Context: an optimization exercise on an open-source flow, tuned for small area. The choices shown serve that exercise and are no tape-out recipe.
RTL that was checked went through simulation tests only; none was proved equivalent to the original.
Power and IR drop assume default switching activity.

==> flow/design.v <==
module DFT( output [31:0] real_value,
            output [31:0] imag_value,
            input [7:0] in,
            input clk, rst );
function [21:0] raddl;
  input [20:0] a, b;
  input ci;
  integer i;
  reg c;
  begin
    c = ci;
    for (i = 0; i < 21; i = i + 1) begin
      raddl[i] = a[i] ^ b[i] ^ c;
      c = (a[i] & b[i]) | (a[i] & c) | (b[i] & c);
    end
    raddl[21] = c;
  end
endfunction
function [4:0] raddh0;
  input [4:0] a, b;
  integer i;
  reg c;
  begin
    c = 1'b0;
    for (i = 0; i < 5; i = i + 1) begin
      raddh0[i] = a[i] ^ b[i] ^ c;
      c = (a[i] & b[i]) | (a[i] & c) | (b[i] & c);
    end
  end
endfunction
function [4:0] raddh1;
  input [4:0] a, b;
  integer i;
  reg c;
  begin
    c = 1'b1;
    for (i = 0; i < 5; i = i + 1) begin
      raddh1[i] = a[i] ^ b[i] ^ c;
      c = (a[i] & b[i]) | (a[i] & c) | (b[i] & c);
    end
  end
endfunction
function [25:0] radd;
  input [25:0] a, b;
  input ci;
  reg [21:0] l;
  begin
    l = raddl(a[20:0], b[20:0], ci);
    radd = {l[21] ? raddh1(a[25:21], b[25:21]) : raddh0(a[25:21], b[25:21]), l[20:0]};
  end
endfunction
function [8:0] radd9;
  input [8:0] a, b;
  input ci;
  integer i;
  reg c;
  begin
    c = ci;
    for (i = 0; i < 9; i = i + 1) begin
      radd9[i] = a[i] ^ b[i] ^ c;
      c = (a[i] & b[i]) | (a[i] & c) | (b[i] & c);
    end
  end
endfunction
function [22:0] tab;
  input [2:0] c;
  input [2:0] d;
  begin
    case (c)
      3'd1: case (d) 3'd1: tab = 23'd1048576; 3'd2: tab = 23'd2097152; 3'd3: tab = 23'd3145728; 3'd4: tab = 23'd4194304; default: tab = 23'd0; endcase
      3'd2: case (d) 3'd1: tab = 23'd968758; 3'd2: tab = 23'd1937516; 3'd3: tab = 23'd2906274; 3'd4: tab = 23'd3875032; default: tab = 23'd0; endcase
      3'd3: case (d) 3'd1: tab = 23'd741456; 3'd2: tab = 23'd1482912; 3'd3: tab = 23'd2224368; 3'd4: tab = 23'd2965824; default: tab = 23'd0; endcase
      3'd4: case (d) 3'd1: tab = 23'd741455; 3'd2: tab = 23'd1482910; 3'd3: tab = 23'd2224365; 3'd4: tab = 23'd2965820; default: tab = 23'd0; endcase
      3'd5: case (d) 3'd1: tab = 23'd401272; 3'd2: tab = 23'd802544; 3'd3: tab = 23'd1203816; 3'd4: tab = 23'd1605088; default: tab = 23'd0; endcase
      3'd6: case (d) 3'd1: tab = 23'd401273; 3'd2: tab = 23'd802546; 3'd3: tab = 23'd1203819; 3'd4: tab = 23'd1605092; default: tab = 23'd0; endcase
      default: tab = 23'd0;
    endcase
  end
endfunction
reg [7:0] lo [0:7];    
reg [7:0] hi [0:7];    
reg [4:0] j;           
reg [3:0] k;           
reg ld;                
reg [25:0] accr, acci;
reg [25:0] outr, outi;
wire ldA = ld & ~k[0] & j[4] & j[0];
wire ldB = ld &  k[0] & ~j[4] & ~j[3] & j[0];
wire ldC = ld &  k[0] & ~j[4] &  j[3] & j[0];
wire ldD = ld &  k[0] &  j[4] & j[0];
integer q;
always @(posedge clk) begin
  lo[0] <= ldA ? in : lo[7];
  lo[1] <= ldB ? in : lo[0];
  hi[0] <= ldC ? in : hi[7];
  hi[1] <= ldD ? in : hi[0];
  for (q = 2; q < 8; q = q + 1) begin
    lo[q] <= lo[q-1];
    hi[q] <= hi[q-1];
  end
end
always @(posedge clk) begin
  if (rst) begin
    j <= 5'd16;
    k <= 4'd14;
    ld <= 1'b1;
  end else if (j == 5'd23) begin
    j <= 5'd0;
    k <= k + 4'd1;
    if (k == 4'd15) ld <= 1'b0;
  end else begin
    j <= j + 5'd1;
  end
end
wire [7:0] a = lo[7];
wire [7:0] b = hi[7];
wire kn0 = k[0] ^ (j == 5'd23);    
wire [8:0] un = radd9({a[7], a}, {b[7], b} ^ {9{kn0}}, kn0);
reg [2:0] n;
always @(*) begin
  case (j[2:0])
    3'd0: n = 3'd3;
    3'd1: n = 3'd4;
    3'd2: n = 3'd0;
    3'd3: n = 3'd5;
    3'd4: n = 3'd1;
    3'd5: n = 3'd6;
    3'd6: n = 3'd2;
    3'd7: n = 3'd7;
  endcase
end
reg [3:0] g;
wire [1:0] pn = (j == 5'd23) ? 2'd0 : (j == 5'd7) ? 2'd1 : (j == 5'd15) ? 2'd2 : j[4:3];
always @(*) begin
  case (pn)
    2'd0: g = {un[2:0], 1'b0};
    2'd1: g = un[5:2];
    default: g = un[8:5];
  endcase
end
reg [2:0] dmn;
reg dnn;
always @(*) begin
  case (g)
    4'd0: begin dmn = 3'd0; dnn = 1'b0; end
    4'd1: begin dmn = 3'd1; dnn = 1'b0; end
    4'd2: begin dmn = 3'd1; dnn = 1'b0; end
    4'd3: begin dmn = 3'd2; dnn = 1'b0; end
    4'd4: begin dmn = 3'd2; dnn = 1'b0; end
    4'd5: begin dmn = 3'd3; dnn = 1'b0; end
    4'd6: begin dmn = 3'd3; dnn = 1'b0; end
    4'd7: begin dmn = 3'd4; dnn = 1'b0; end
    4'd8: begin dmn = 3'd4; dnn = 1'b1; end
    4'd9: begin dmn = 3'd3; dnn = 1'b1; end
    4'd10: begin dmn = 3'd3; dnn = 1'b1; end
    4'd11: begin dmn = 3'd2; dnn = 1'b1; end
    4'd12: begin dmn = 3'd2; dnn = 1'b1; end
    4'd13: begin dmn = 3'd1; dnn = 1'b1; end
    4'd14: begin dmn = 3'd1; dnn = 1'b1; end
    4'd15: begin dmn = 3'd0; dnn = 1'b0; end
  endcase
end
reg [2:0] dm;
reg dn;
always @(posedge clk) begin
  dm <= dmn;
  dn <= dnn;
end
wire [3:0] m = ({4{n[0]}} & k) + ({4{n[1]}} & {k[2:0], 1'b0}) + ({4{n[2]}} & {k[1:0], 2'b00});
wire altc = k[0] & n[1];
wire alt_r = altc & (n[2] == (k[1] ^ k[2]));
wire alt_i = altc & (n[2] != (k[1] ^ k[2]));
reg [2:0] rcn, icn;
reg rsn, isn;
always @(*) begin
  case (m)
    4'd0: begin rsn = 1'b0; rcn = 3'd1; isn = 1'b0; icn = 3'd0; end
    4'd1: begin rsn = 1'b0; rcn = 3'd2; isn = 1'b1; icn = (alt_i ? 3'd6 : 3'd5); end
    4'd2: begin rsn = 1'b0; rcn = (alt_r ? 3'd4 : 3'd3); isn = 1'b1; icn = (alt_i ? 3'd4 : 3'd3); end
    4'd3: begin rsn = 1'b0; rcn = (alt_r ? 3'd6 : 3'd5); isn = 1'b1; icn = 3'd2; end
    4'd4: begin rsn = 1'b0; rcn = 3'd0; isn = 1'b1; icn = 3'd1; end
    4'd5: begin rsn = 1'b1; rcn = (alt_r ? 3'd6 : 3'd5); isn = 1'b1; icn = 3'd2; end
    4'd6: begin rsn = 1'b1; rcn = (alt_r ? 3'd4 : 3'd3); isn = 1'b1; icn = (alt_i ? 3'd4 : 3'd3); end
    4'd7: begin rsn = 1'b1; rcn = 3'd2; isn = 1'b1; icn = (alt_i ? 3'd6 : 3'd5); end
    4'd8: begin rsn = 1'b1; rcn = 3'd1; isn = 1'b0; icn = 3'd0; end
    4'd9: begin rsn = 1'b1; rcn = 3'd2; isn = 1'b0; icn = (alt_i ? 3'd6 : 3'd5); end
    4'd10: begin rsn = 1'b1; rcn = (alt_r ? 3'd4 : 3'd3); isn = 1'b0; icn = (alt_i ? 3'd4 : 3'd3); end
    4'd11: begin rsn = 1'b1; rcn = (alt_r ? 3'd6 : 3'd5); isn = 1'b0; icn = 3'd2; end
    4'd12: begin rsn = 1'b0; rcn = 3'd0; isn = 1'b0; icn = 3'd1; end
    4'd13: begin rsn = 1'b0; rcn = (alt_r ? 3'd6 : 3'd5); isn = 1'b0; icn = 3'd2; end
    4'd14: begin rsn = 1'b0; rcn = (alt_r ? 3'd4 : 3'd3); isn = 1'b0; icn = (alt_i ? 3'd4 : 3'd3); end
    4'd15: begin rsn = 1'b0; rcn = 3'd2; isn = 1'b0; icn = (alt_i ? 3'd6 : 3'd5); end
  endcase
end
wire [2:0] rc = rcn, ic = icn;
wire rs = rsn, is = isn;
wire [22:0] mr = tab(rc, dm);
wire [22:0] mi = tab(ic, dm);
wire nr = dn ^ rs;
wire ni = dn ^ is;
wire first = (j == 5'd0);
wire shift = (j == 5'd8) | (j == 5'd16);
wire [25:0] br = first ? 26'd0  : shift ? {{3{accr[25]}}, accr[25:3]} : accr;
wire [25:0] bi = first ? 26'd63 : shift ? {{3{acci[25]}}, acci[25:3]} : acci;
wire [25:0] sr = radd(br, {3'd0, mr} ^ {26{nr}}, nr);
wire [25:0] si = radd(bi, {3'd0, mi} ^ {26{ni}}, ni);
always @(posedge clk) begin
  accr <= sr;
  acci <= si;
  if (j == 5'd23) begin
    outr <= sr[25:0];
    outi <= si[25:0];
  end
end
assign real_value = {{3{outr[25]}}, outr, 3'b000};
assign imag_value = {{3{outi[25]}}, outi, 3'b000};
endmodule
==> flow/config.mk <==
export PLATFORM = sky130hd
export DESIGN_NAME = DFT
export DESIGN_NICKNAME = DFT
export VERILOG_FILES = /design/flow/design.v
export SDC_FILE = /design/flow/constraint.sdc
export NUM_CORES = 4
export LEC_CHECK = 0
export ABC_AREA = 1
export CAP_MARGIN = 20
export CORE_MARGIN = 2
export CORE_UTILIZATION = 60
export CTS_CLUSTER_DIAMETER = 80
export CTS_CLUSTER_SIZE = 24
export SLEW_MARGIN = 20
==> flow/constraint.sdc <==
create_clock -name core_clock -period 12.0 [get_ports {clk}]
set_input_delay 2.4000 -clock core_clock [delete_from_list [all_inputs] [get_ports {clk}]]
set_output_delay 2.4000 -clock core_clock [all_outputs]
set_load 0.01 [all_outputs]
standard.sh (not shown) runs the stock make flow with config.mk's settings and CLKGATE_MAP_FILE= SYNTH_SCRIPT=/design/flow/synth_recipe.tcl, a recipe that flattens the netlist after the stock synthesis.
==> flow/flow/run.sh <==
#!/bin/bash
# The standard layout, with the port buffers made from the smallest buffer cell.
set -euo pipefail
export BUFFER_PORTS_ARGS="-buffer_cell sky130_fd_sc_hd__buf_1"
bash standard.sh > standard.log 2>&1
The baseline completed without violations.
Change:
--- a/flow/design.v
+++ b/flow/design.v
@@ -2,39 +2,39 @@
             output [31:0] imag_value,
             input [7:0] in,
             input clk, rst );
-function [21:0] raddl;
-  input [20:0] a, b;
+function [20:0] raddl;
+  input [19:0] a, b;
   input ci;
   integer i;
   reg c;
   begin
     c = ci;
-    for (i = 0; i < 21; i = i + 1) begin
+    for (i = 0; i < 20; i = i + 1) begin
       raddl[i] = a[i] ^ b[i] ^ c;
       c = (a[i] & b[i]) | (a[i] & c) | (b[i] & c);
     end
-    raddl[21] = c;
-  end
-endfunction
-function [4:0] raddh0;
-  input [4:0] a, b;
+    raddl[20] = c;
+  end
+endfunction
+function [5:0] raddh0;
+  input [5:0] a, b;
   integer i;
   reg c;
   begin
     c = 1'b0;
-    for (i = 0; i < 5; i = i + 1) begin
+    for (i = 0; i < 6; i = i + 1) begin
       raddh0[i] = a[i] ^ b[i] ^ c;
       c = (a[i] & b[i]) | (a[i] & c) | (b[i] & c);
     end
   end
 endfunction
-function [4:0] raddh1;
-  input [4:0] a, b;
+function [5:0] raddh1;
+  input [5:0] a, b;
   integer i;
   reg c;
   begin
     c = 1'b1;
-    for (i = 0; i < 5; i = i + 1) begin
+    for (i = 0; i < 6; i = i + 1) begin
       raddh1[i] = a[i] ^ b[i] ^ c;
       c = (a[i] & b[i]) | (a[i] & c) | (b[i] & c);
     end
@@ -43,10 +43,10 @@
 function [25:0] radd;
   input [25:0] a, b;
   input ci;
-  reg [21:0] l;
-  begin
-    l = raddl(a[20:0], b[20:0], ci);
-    radd = {l[21] ? raddh1(a[25:21], b[25:21]) : raddh0(a[25:21], b[25:21]), l[20:0]};
+  reg [20:0] l;
+  begin
+    l = raddl(a[19:0], b[19:0], ci);
+    radd = {l[20] ? raddh1(a[25:20], b[25:20]) : raddh0(a[25:20], b[25:20]), l[19:0]};
   end
 endfunction
 function [8:0] radd9;
The changed run went through all stages and came out clean.
Global-route usage rose by 0.85 points.
Wire length increases by a few percent.
Synthesized cell count came out higher by a few percent.
Clock power came out lower slightly.
Fmax rose slightly.
Worst hold slack is about the same.
Non-clock buffer count does not change.
Total power decreases by roughly a tenth.
Design area climbs slightly.
Clock skew increases by 7.1 ps.
Flip-flop and latch count is unchanged.
For the first run of this note, only the layout was checked, not whether the RTL still works.

-- re-timing with driven ports --
The flow's constraints put no driver on any port. The routed layouts listed below were extracted and timed again, unchanged, in two steps. Step 1: set_driving_cell puts a clkbuf_16 on clk and a buf_2 on each other input, an assumption about the parent block. Step 2 also shifts input and output timing later by t, the mid clock arrival at the registers, as if the neighbouring blocks saw the same clock. Slacks: no drivers / after step 1 / after step 2; pairs: no drivers / after step 1.
run | t (ns) | setup WS [ns] | slew at the worst register clock pin (ns) | worst data-port slew with drivers (ns) | cell pins on the clock port's net
the first run | 0.513 | 0.552 / 0.552 / 0.552 | 0.09 / 0.09 | 0.03 | 1
the second run | 0.532 | 0.637 / 0.637 / 0.637 | 0.09 / 0.09 | 0.03 | 1
After both steps setup and hold are still met in every run listed.
